Background: an optimization exercise with open tools, aiming at small area. Do not read the settings as production practice. The RTL was checked by simulation tests, not by an equivalence proof against the original design. Power is estimated from default activity; no workload was simulated.

**design/flow/config.mk**
```make
export PLATFORM = sky130hd
export DESIGN_NAME = linked_fifo
export DESIGN_NICKNAME = linked_fifo
export VERILOG_FILES = /design/flow/design.v
export SDC_FILE = /design/flow/constraint.sdc
export NUM_CORES = 4
export LEC_CHECK = 0
export CAP_MARGIN = 0
export CORE_MARGIN = 2
export CORE_UTILIZATION = 40
export SLEW_MARGIN = 0
```
**design/flow/constraint.sdc**
```tcl
create_clock -name core_clock -period 6.0 [get_ports {clk}]
set_input_delay 1.2000 -clock core_clock [delete_from_list [all_inputs] [get_ports {clk}]]
set_output_delay 1.2000 -clock core_clock [all_outputs]
set_load 0.01 [all_outputs]
```
**design/flow/design.v**
```verilog
module lf_therm(input [4:0] v, input force_, output [25:0] t);
    reg [7:0] gl;
    reg [3:0] gh, eh;
    reg [25:0] r;
    integer j;
    always @* begin
        for (j = 0; j < 8; j = j + 1) gl[j] = j > v[2:0];
        for (j = 0; j < 4; j = j + 1) begin
            gh[j] = force_ | (j > v[4:3]);
            eh[j] = j == v[4:3];
        end
        for (j = 0; j <= 25; j = j + 1)
            r[j] = gh[j / 8] | (eh[j / 8] & gl[j % 8]);
    end
    assign t = r;
endmodule
module lf_therm_en(input [4:0] v, input en, output [25:0] t);
    reg [7:0] gl;
    reg [3:0] gh, eh;
    reg [25:0] r;
    integer j;
    always @* begin
        for (j = 0; j < 8; j = j + 1) gl[j] = j > v[2:0];
        for (j = 0; j < 4; j = j + 1) begin
            gh[j] = en & (j > v[4:3]);
            eh[j] = en & (j == v[4:3]);
        end
        for (j = 0; j <= 25; j = j + 1)
            r[j] = gh[j / 8] | (eh[j / 8] & gl[j % 8]);
    end
    assign t = r;
endmodule
module lf_ptrs(input clk, input rst, input push, input pop, input c, input [2:0] push_fifo, input [2:0] pop_fifo,
               output [44:0] sflat);
    reg [4:0] s [0:8];
    wire [8:0] a, b, en;
    genvar i;
    generate for (i = 0; i <= 8; i = i + 1) begin : g
        assign a[i] = push & (i > push_fifo);
        assign b[i] = pop & (i <= pop_fifo);
        assign en[i] = (a[i] & b[i]) | (~c & (a[i] | b[i]));
        wire [4:0] v = s[i];
        wire w = v[4] & v[3];
        wire [4:0] t;
        assign t[0] = en[i] & ~w;
        assign t[1] = en[i] & v[0];
        assign t[2] = t[1] & v[1];
        assign t[3] = (t[2] & v[2]) | (en[i] & w);
        assign t[4] = (t[2] & v[2] & v[3]) | (en[i] & w);
        always @(posedge clk)
            s[i] <= rst ? 5'd0 : (v ^ t);
        assign sflat[i*5 +: 5] = s[i];
    end endgenerate
endmodule
module lf_sel(input [44:0] sflat, input [2:0] push_fifo, input [2:0] pop_fifo,
              output [4:0] P, output [4:0] Q, output [4:0] E);
    wire [7:0] fh = 8'd1 << push_fifo;
    wire [7:0] gh = 8'd1 << pop_fifo;
    reg [4:0] p, q, e;
    integer k;
    always @* begin
        p = 5'd0; q = 5'd0; e = 5'd0;
        for (k = 0; k < 8; k = k + 1) begin
            p = p | ({5{fh[k]}} & sflat[(k+1)*5 +: 5]);
            q = q | ({5{gh[k]}} & sflat[k*5 +: 5]);
            e = e | ({5{gh[k]}} & sflat[(k+1)*5 +: 5]);
        end
    end
    assign P = p;
    assign Q = q;
    assign E = e;
endmodule
module lf_flags(input [4:0] s0, input [4:0] s8, input [4:0] P, input [4:0] Q, input [4:0] E,
                input push, input pop,
                output empty, output full, output almost_full, output wx, output wy);
    assign empty = (Q == E);
    wire [5:0] r = {1'b0, s0} - {1'b0, s8};
    assign full = (r == 6'd1) | (r == 6'd40);
    assign almost_full = full | (r == 6'd2) | (r == 6'd41);
    assign wx = pop & (s0 > Q);
    assign wy = push & ~(P < s0);
endmodule
module lf_ctl(input c, input wx, input wy, input [25:0] t0, input [25:0] tp, input [25:0] tq,
              output [24:0] ld, output [24:0] sh, output [24:0] hold, output [24:0] qs);
    genvar i;
    generate
        for (i = 0; i < 25; i = i + 1) begin : g_slot
            wire x = (t0[i] & ~tq[i]) | (wx & (t0[i] | ~tq[i]));
            wire y = (tp[i] & ~t0[i+1]) | (wy & (tp[i] | ~t0[i+1]));
            assign sh[i] = (x & y) | (~c & (x | y));
            assign ld[i] = tp[i+1] & ~tp[i];
            assign hold[i] = ~(sh[i] | ld[i]);
            assign qs[i] = tq[i+1] & ~tq[i];
        end
    endgenerate
endmodule
module lf_data(input clk, input [7:0] d, input [24:0] ld, input [24:0] sh, input [24:0] hold, input [24:0] qs,
               output [7:0] q);
    reg [7:0] mem [0:24];
    reg [7:0] r_q;
    wire [7:0] qsel [0:25];
    assign qsel[0] = 8'd0;
    genvar i;
    generate
        for (i = 0; i < 25; i = i + 1) begin : g_slot
            wire [7:0] prev = mem[(i + 24) % 25];
            always @(posedge clk)
                mem[i] <= ({8{ld[i]}} & d) | ({8{sh[i]}} & prev) | ({8{hold[i]}} & mem[i]);
            assign qsel[i+1] = qsel[i] | ({8{qs[i]}} & mem[i]);
        end
    endgenerate
    always @(posedge clk)
        r_q <= qsel[25];
    assign q = r_q;
endmodule
module linked_fifo(rst, clk, push, push_fifo, pop, pop_fifo, d, q, empty, full, almost_full);
    input rst;
    input clk;
    input push;
    input [2:0] push_fifo;
    input pop;
    input [2:0] pop_fifo;
    input [7:0] d;
    output [7:0] q;
    output empty;
    output full;
    output almost_full;
    wire [44:0] sflat;
    wire [4:0] P, Q, E;
    wire wx, wy;
    wire [25:0] t0, tp, tq;
    wire [24:0] ld, sh, hold, qs;
    wire c = push & pop & (push_fifo < pop_fifo);
    lf_ptrs u_ptrs(clk, rst, push, pop, c, push_fifo, pop_fifo, sflat);
    lf_sel u_sel(sflat, push_fifo, pop_fifo, P, Q, E);
    lf_flags u_flags(sflat[4:0], sflat[44:40], P, Q, E, push, pop, empty, full, almost_full, wx, wy);
    lf_therm u_t0(sflat[4:0], 1'b0, t0);
    lf_therm_en u_tp(P, push, tp);
    lf_therm u_tq(Q, ~pop, tq);
    lf_ctl u_ctl(c, wx, wy, t0, tp, tq, ld, sh, hold, qs);
    lf_data u_data(clk, d, ld, sh, hold, qs, q);
endmodule
function integer log2;
    input [31:0] value;
    for (log2=0; value>0; log2=log2+1)
        value = value>>1;
endfunction
```
**design/flow/flow/run.sh**
```bash
#!/bin/bash
# Standard synthesis, then an area re-map of its combinational logic (registers untouched),
# then the standard layout with a leaner clock tree and small port buffers.
set -euo pipefail
export CTS_ARGS="-sink_clustering_enable -repair_clock_nets -dont_use_dummy_load -buf_list sky130_fd_sc_hd__clkbuf_8 -sink_clustering_size 16 -sink_clustering_max_diameter 80"
export BUFFER_PORTS_ARGS="-buffer_cell sky130_fd_sc_hd__buf_2"
R=$PWD/orfs/results/$FLOW_PLATFORM/linked_fifo/base
bash standard.sh synth > standard_synth.log 2>&1
cp $R/1_2_yosys.v $R/1_2_yosys_standard.v
export REMAP_LIB=$FLOW_HOME/platforms/sky130hd/lib/sky130_fd_sc_hd__tt_025C_1v80.lib
export REMAP_IN=$R/1_2_yosys_standard.v
export REMAP_OUT=$R/1_2_yosys.v
export REMAP_TOP=$FLOW_TOP
export REMAP_SCRIPT=$PWD/flow/remap.abc
export REMAP_DONT_USE="$(sed -n 's/^export DONT_USE_CELLS += //p;/^    sky130/p' $FLOW_HOME/platforms/sky130hd/config.mk | tr -d '\\' | tr -s ' \n' ' ' | sed 's/\(sky130_[a-z0-9_]*\)/-dont_use \1/g')"
YOSYS=$(command -v yosys || echo $FLOW_HOME/../tools/install/yosys/bin/yosys)
$YOSYS -c flow/remap.tcl > remap.log 2>&1
rm -f $R/1_synth.odb $R/1_synth.sdc
bash standard.sh > standard_flow.log 2>&1
```
**design/flow/flow/remap.abc**
```
strash
&get -n
&st
&dch
&nf
&put
```
**design/flow/flow/remap.tcl**
```tcl
# Re-map the combinational logic of the standard synthesis for area; registers stay as they are.
yosys read_liberty -ignore_miss_func $::env(REMAP_LIB)
yosys read_verilog $::env(REMAP_IN)
yosys hierarchy -top $::env(REMAP_TOP)
yosys blackbox sky130_fd_sc_hd__df* sky130_fd_sc_hd__edf* sky130_fd_sc_hd__sdf* sky130_fd_sc_hd__sedf* sky130_fd_sc_hd__dl*
yosys flatten
yosys hierarchy -top $::env(REMAP_TOP)
yosys opt -purge
yosys stat
yosys abc -liberty $::env(REMAP_LIB) {*}$::env(REMAP_DONT_USE) -script $::env(REMAP_SCRIPT)
yosys opt_clean -purge
yosys hilomap -singleton -hicell sky130_fd_sc_hd__conb_1 HI -locell sky130_fd_sc_hd__conb_1 LO
yosys splitnets
yosys opt_clean -purge
yosys insbuf -buf sky130_fd_sc_hd__buf_4 A X
yosys check
yosys stat -liberty $::env(REMAP_LIB)
yosys write_verilog -noattr -nohex -nodec $::env(REMAP_OUT)
```
**design/flow/standard.sh**
```bash
#!/bin/bash
# synth_recipe.tcl (not shown) runs the flow's synth.tcl, then flattens the netlist and writes it again
# the make line also repeats each setting of config.mk as NAME=value (left out here)
make -C /OpenROAD-flow-scripts/flow DESIGN_CONFIG=/design/flow/config.mk WORK_HOME=/design/flow/orfs CLKGATE_MAP_FILE= SYNTH_SCRIPT=/design/flow/synth_recipe.tcl "${@:-finish}"
```
==> results of run 1 <==
## routing by layer
| layer | vias to the layer above | track usage (%) |
|---|---|---|
| met3 | 221 | 6.359 |
| li1 | 6349 | - |
| met2 | 867 | 52.10 |
| met5 | - | 0 |
| met4 | 6 | 20.60 |
| met1 | 6676 | 42.40 |
## registers in the layout, summed over array words and instances, names as in the netlist
| name | flops |
|---|---|
| u_data.r_q | 8 |
| u_ptrs.s | 45 |
| u_data.mem | 200 |
## stage by stage
stage	std cells	area, µm²	hold slack (ns)	utilization, %	power [mW]
after floorplan	1630	13200	0.4302	-	3.670
after global placement	2134	14180	0.4471	43.57	4.529
after detailed placement	2134	14180	0.4556	43.57	4.545
after CTS	2155	14470	0.4690	44.46	5.412
after global routing	2155	14470	0.4921	44.46	5.700
final	2155	14470	0.4676	44.46	5.485
## worst max-delay path, delay by kind of cell
kind,cells,cell delay [ns]
AOI/OAI and AO/OA,4,1.13
and+or+nand+nor,1,0.33
xor gates and xnor gates,1,0.16
buffers and inverters,3,0.99
## layout make-up
cell class,instances,area [µm²],area share [%]
flip-flops and latches,253,5065,35.01
multi-input cells,1358,8080,55.86
well taps,442,553.0,3.823
inverters,19,71.32,0.4930
clock buffers,21,289.0,1.998
repair buffers,62,407.9,2.820
## worst max path at each step
stage / startpoint / endpoint / slack [ns] / depth (start not counted)
after floorplan: pop_fifo[2] / u_data.mem[0][0]$_DFF_P_ / 0.06 / 11
final: pop_fifo[2] / empty / 0.96 / 9
after global routing: push_fifo[1] / u_data.mem[5][5]$_DFF_P_ / 0.67 / 12
after detailed placement: push_fifo[0] / u_data.mem[5][0]$_DFF_P_ / 0.53 / 12
after global placement: push_fifo[0] / u_data.mem[5][6]$_DFF_P_ / 0.74 / 12
after CTS: pop_fifo[2] / empty / 0.99 / 9
## where the power goes
group / internal [mW] / total (mW) / switching, mW
combinational: 0.575 / 1.30 / 0.723
sequential: 2.33 / 3.31 / 0.974
clock: 0.314 / 0.882 / 0.568
==> summary.md, run 1 <==
| Metric | Value |
|---|---|
| Status | finished clean |
| Row Count | 66 |
| All-Layer GR Usage | 33.34% |
| MaxCap Viol Count | 0 |
| Hold path startpoint | u_data.mem[16][7]$_DFF_P_ |
| Clk_skew | 0.1010 ns |
| CTS buffer count | 21 |
| Initial antenna violation count | 2 |
| WL met3 | 5.560 mm |
| Hold Path Sink | u_data.mem[16][7]$_DFF_P_ |
| Nets | 1733 |
| Mapped Cells | 1630 |
| Avg Inst Size Synth | 8.101 µm² |
| Chip Height | 185.7 µm |
| HP Class | flip-flop to flip-flop |
| Crit Path Max Fanout | 25 |
| WP data arrival | 3.84 ns |
| Post-route ant nets | 0 |
| Num Clock Sinks | 253 |
| Final HPWL DP | 42.70 mm |
| Worst path most repeated cell | buf_2 |
| CP endpoint kind | primary output |
| PortBufs | 28 |
| Final hold violations | 0 |
| Core Area | 32540 µm² |
| Worst-Margin Slew | 1.124 ns |
| FILL cells | 3402 |
| Vias in the first global route | 13043 |
| Tmin final | 5.043 ns |
| Final setup vio count | 0 |
| Area growth, synth to finish | 9.561% |
| Worst Path Class, Setup | input port to primary output |
| Synthesized cell area | 13200 µm² |
| Final GP Congestion | 1.006 |
| Worst path slowest cell | a221o_1 |
| Worst VDD drop | 0.1821 mV |
| Post-DR vias/cell | 6.552 |
| Fin crit share | 84.05% |
| Ys Warns | 7 |
| Met2 wire length | 25.09 mm |
| Startpoint class of the critical path | input port |
| WHS Path Cells | 2 |
| Post-synth net total | 1648 |
| Clock Latency Late Sink | 0.60 ns |
| WL met1 | 22.68 mm |
| Initial Util | 40.58% |
| Commonest non-fill, non-tap cell in the layout | nand2_1 |
| Largest stage delay on the critical path | 0.44 ns |
| Most frequent cells in the layout | nand2_1, dfxtp_1, a22oi_1, nor2_1, a21oi_1 |
| CTS max path bufs | 3 |
| Hold-fix buffer count after cts | 0 |
| CTS root buf | clkbuf_8 |
| Post-CTS Setup Bufs | 0 |
| DRC | 0 |
| Global-route wire length before repair | 85.31 mm |
| GRT overflow | 0 |
| Dpl ws | 0.5349 ns |
| Share of post-route cells with drive strength above 1 | 5.312% |
| Fin Setup TNS | 0 ns |
| Min setup slack post-route | 0.9570 ns |
| Routed via count | 14119 |
| Wire per inst | 26.81 µm |
| DRT Wirelength | 57.78 mm |
| DRT Pass-1 Iters | 9 |
| Die Footprint | 34480 µm² |
| Worst-path clk slew | 0.10 ns |
| Pwr Density | 379.2 nW/µm² |
| Critical Path RT | 4.80 ns |
| I/O pin cnt | 29 |
| Die width | 185.7 µm |
| Unrepaired setup endpoints after global routing | no |
| Max Transition Viols Final | 0 |
| CTS tree | built |
| Leak Pwr | 6.170 nW |
| Worst reg2reg path depth | 11 |
| H-Tree Depth | 1 |
| Max frequency | 198.3 MHz |
| Worst slew margin | 24.47% |
| Top sig layer | met5 |
| R2R Path End | u_data.mem[5][2]$_DFF_P_ |
| Number of diodes | 0 |
| First DRT Iteration DRCs | 1965 |
| Cell chain of the critical path | buf_2 -> nor2_1 -> a221o_1 -> a22oi_1 -> buf_4 -> xnor2_1 -> o21ai_0 -> a211oi_1 -> buf_2 |
| Largest net degree at the start of global routing | 45 |
| Resized cells post-CTS | 0 |
| R2R Setup Slk | 1.67 ns |
| Worst R2R Start | u_ptrs.s[7][3]$_SDFF_PP0_ |
==> run 2: changes to the inputs <==
--- a/design/flow/config.mk
+++ b/design/flow/config.mk
@@ -5,7 +5,8 @@
 export SDC_FILE = /design/flow/constraint.sdc
 export NUM_CORES = 4
 export LEC_CHECK = 0
-export CAP_MARGIN = 0
+export CAP_MARGIN = 10
 export CORE_MARGIN = 2
 export CORE_UTILIZATION = 40
-export SLEW_MARGIN = 0
+export GPL_TIMING_DRIVEN = 0
+export SLEW_MARGIN = 10
==> run 2 against run 1 <==
Net effect: via count rose by 0.19%; design area fell by 1.2%; register-to-register slack got worse by 0.55 ns; sequential cell count did not move; first-iteration DRC count rose by 15%; die area did not move; sequential power fell by 3%; cell count fell by 1.2%; clock power rose by 1%; critical path type is now input port to flip-flop; clock skew fell by 0.049 ns; combinational power barely moved; still clean on timing, DRC and antenna; maximum frequency fell by 9.9%.
==> summary.md, run 2 <==
| Metric | Value |
|---|---|
| Tmin final | 5.599 ns |
| Fin crit share | 93.32% |
| Num Clock Sinks | 253 |
| CTS max path bufs | 3 |
| Vias in the first global route | 12901 |
| All-Layer GR Usage | 32.66% |
| Post-route ant nets | 0 |
| Largest net degree at the start of global routing | 45 |
| Worst-Margin Slew | 1.368 ns |
| Initial antenna violation count | 1 |
| Area of the multi-input gates | 8118 µm² |
| Reg area | 5065 µm² |
| DRC | 0 |
| PortBufs | 28 |
| Die width | 185.7 µm |
| CTS root buf | clkbuf_8 |
| WP data arrival | 6.05 ns |
| Clk_skew | 0.05205 ns |
| CP startpoint | pop_fifo[0] |
| Final setup vio count | 0 |
| Row Count | 66 |
| Top Registers | u_data.mem: 200 flops, u_ptrs.s: 45 flops, u_data.r_q: 8 flops |
| H-Tree Depth | 1 |
| Final HPWL DP | 41.17 mm |
| Final Power | 5.421 mW |
| Core Area | 32540 µm² |
| First DRT Iteration DRCs | 2260 |
| Synthesized cell area | 13200 µm² |
| DRT Wirelength | 56.93 mm |
| Leak Pwr | 6.042 nW |
| I/O pin cnt | 29 |
| Biggest register | u_data.mem |
| Initial Util | 40.58% |
| Max Transition Viols Final | 0 |
| Max reg flops | 200 |
| Resized cells post-CTS | 0 |
| Worst VDD drop | 0.1720 mV |
| R2R Setup Slk | 1.12 ns |
| Post-DR vias/cell | 6.644 |
| Share of post-route cells with drive strength above 1 | 4.209% |
| Worst slew margin | 8.786% |
| R2R Path End | u_data.mem[0][6]$_DFF_P_ |
| Post-synth net total | 1648 |
| GRT overflow | 0 |
| Number of diodes | 0 |
| Area growth, synth to finish | 8.254% |
| Nets | 1707 |
| Crit Path Max Fanout | 31 |
| Avg Inst Size Synth | 8.101 µm² |
| Worst reg2reg path depth | 12 |
| CP endpoint kind | flip-flop |
| Chip Height | 185.7 µm |
| MaxCap Viol Count | 0 |
| HP Class | flip-flop to flip-flop |
| Critical Path RT | 6.45 ns |
| Finished Cell Area | 14290 µm² |
| Clock Latency Late Sink | 0.59 ns |
| Final hold violations | 0 |
| Hold-fix buffer count after cts | 0 |
| Routed via count | 14146 |
| Worst Path Class, Setup | input port to flip-flop |
| Status | finished clean |
| Ys Warns | 7 |
| Unrepaired setup endpoints after global routing | no |
| Pwr Density | 379.3 nW/µm² |
| Final GP Congestion | 0.9422 |
| Commonest non-fill, non-tap cell in the layout | nand2_1 |
| Worst R2R Start | u_ptrs.s[0][0]$_SDFF_PP0_ |
| CTS tree | built |
| Startpoint class of the critical path | input port |
| CP Capture Point | u_data.mem[0][6]$_DFF_P_ |
| Placed Area | 13990 µm² |
| Most frequent cells in the layout | nand2_1, dfxtp_1, a22oi_1, nor2_1, a21oi_1 |
| Die Footprint | 34480 µm² |
| FILL cells | 3329 |
| Worst-path clk slew | 0.10 ns |
| Post-CTS Setup Bufs | 0 |
| DRT Pass-1 Iters | 10 |
| Global-route wire length before repair | 83.92 mm |
| Wire per inst | 26.74 µm |
| Max frequency | 178.6 MHz |
| Mapped Cells | 1630 |
| CTS buffer count | 21 |
[run 2: stage by stage]
step	hold WS [ns]	setup WS, ns	setup TNS, ns	instances	utilization [%]
6_report	0.4629	0.4006	0	2129	43.93
3_3_place_gp	0.4436	-2.337	-406.52	2100	42.71
4_1_cts	0.4610	0.3157	0	2128	43.89
2_1_floorplan	0.4302	0.06144	0	1630	-
3_5_place_dp	0.4493	-0.2628	-6.718	2107	43.00
5_1_grt	0.4852	0.06750	0	2129	43.93
[run 2: cell type report]
| type | instances | area share, % |
|---|---|---|
| inverters | 19 | 0.4989 |
| well taps | 442 | 3.869 |
| clock buffers | 21 | 2.022 |
| multi-input cells | 1358 | 56.79 |
| flip-flops and latches | 253 | 35.43 |
| repair buffers | 36 | 1.383 |
[run 2: how the worst min path moves through the flow]
stage	slack, ns	start	cells past startpoint	to
2_1_floorplan	0.43	u_data.mem[9][3]$_DFF_P_	2	u_data.mem[9][3]$_DFF_P_
3_3_place_gp	0.44	u_data.mem[11][4]$_DFF_P_	2	u_data.mem[11][4]$_DFF_P_
3_5_place_dp	0.45	u_data.mem[11][0]$_DFF_P_	2	u_data.mem[11][0]$_DFF_P_
4_1_cts	0.46	u_data.mem[16][7]$_DFF_P_	2	u_data.mem[16][7]$_DFF_P_
5_1_grt	0.49	u_data.mem[14][1]$_DFF_P_	2	u_data.mem[14][1]$_DFF_P_
6_report	0.46	u_data.mem[11][0]$_DFF_P_	2	u_data.mem[11][0]$_DFF_P_
[run 2: critical path, stage by stage]
cell and delay, ns:
buf_2 0.48, nor2b_1 0.25, a221o_1 0.45, o31ai_2 0.53, buf_4 0.27, a22oi_1 0.07
a2111o_1 0.36, a31oi_4 0.73, o21ai_0 0.16, o21ai_0 0.85, nor2_1 0.34, a22oi_1 0.24
nand2_1 0.08
[run 2: routing by layer]
layer  up-vias  global-route usage (%)  share of wire, %
li1       6301                       -                 -
met1      6751                   44.56                40
met2       915                   48.61                43
met3       175                   6.339                11
met4         4                   17.04               5.9
met5         -                   1.185              0.12
[run 2: report_power, final]
| part | leakage (nW) | internal (mW) | switching, mW | total (mW) |
|---|---|---|---|---|
| logic | 3.82 | 0.565 | 0.737 | 1.30 |
| clock network | 0.151 | 0.314 | 0.581 | 0.895 |
| registers | 2.07 | 2.33 | 0.892 | 3.22 |
| total | 6.04 | 3.21 | 2.21 | 5.42 |

## port drivers added, routing unchanged
The flow's constraints put no driver on any port. The routed layouts listed below were extracted and timed again, unchanged, in two steps.
Step 1 (the two cells are an assumption about what drives the block):
set clk [get_ports {clk}]
set_driving_cell -lib_cell sky130_fd_sc_hd__clkbuf_16 $clk
set_driving_cell -lib_cell sky130_fd_sc_hd__buf_2 [delete_from_list [all_inputs] $clk]
Step 2, shift: input delay + t, output delay - t, t = (earliest + latest rising clock arrival at the registers) / 2. This alone moves slack from input paths to output paths.
Three values: ideal ports, drivers, drivers and shift; two values: the first two.
run	t, ns	setup slack, ns	worst register clock-pin slew, ns	cell pins on the clock port's net
run 1	0.598	0.957 / 0.934 / 0.425	0.11 / 0.11	1
run 2	0.616	0.401 / 0.428 / -0.188	0.11 / 0.11	1
With both steps, setup timing fails in run 2, where it was met with ideal ports. The setup slack of run 2, which loses most, moves by +0.027 ns with the drivers and by -0.589 ns with both steps.
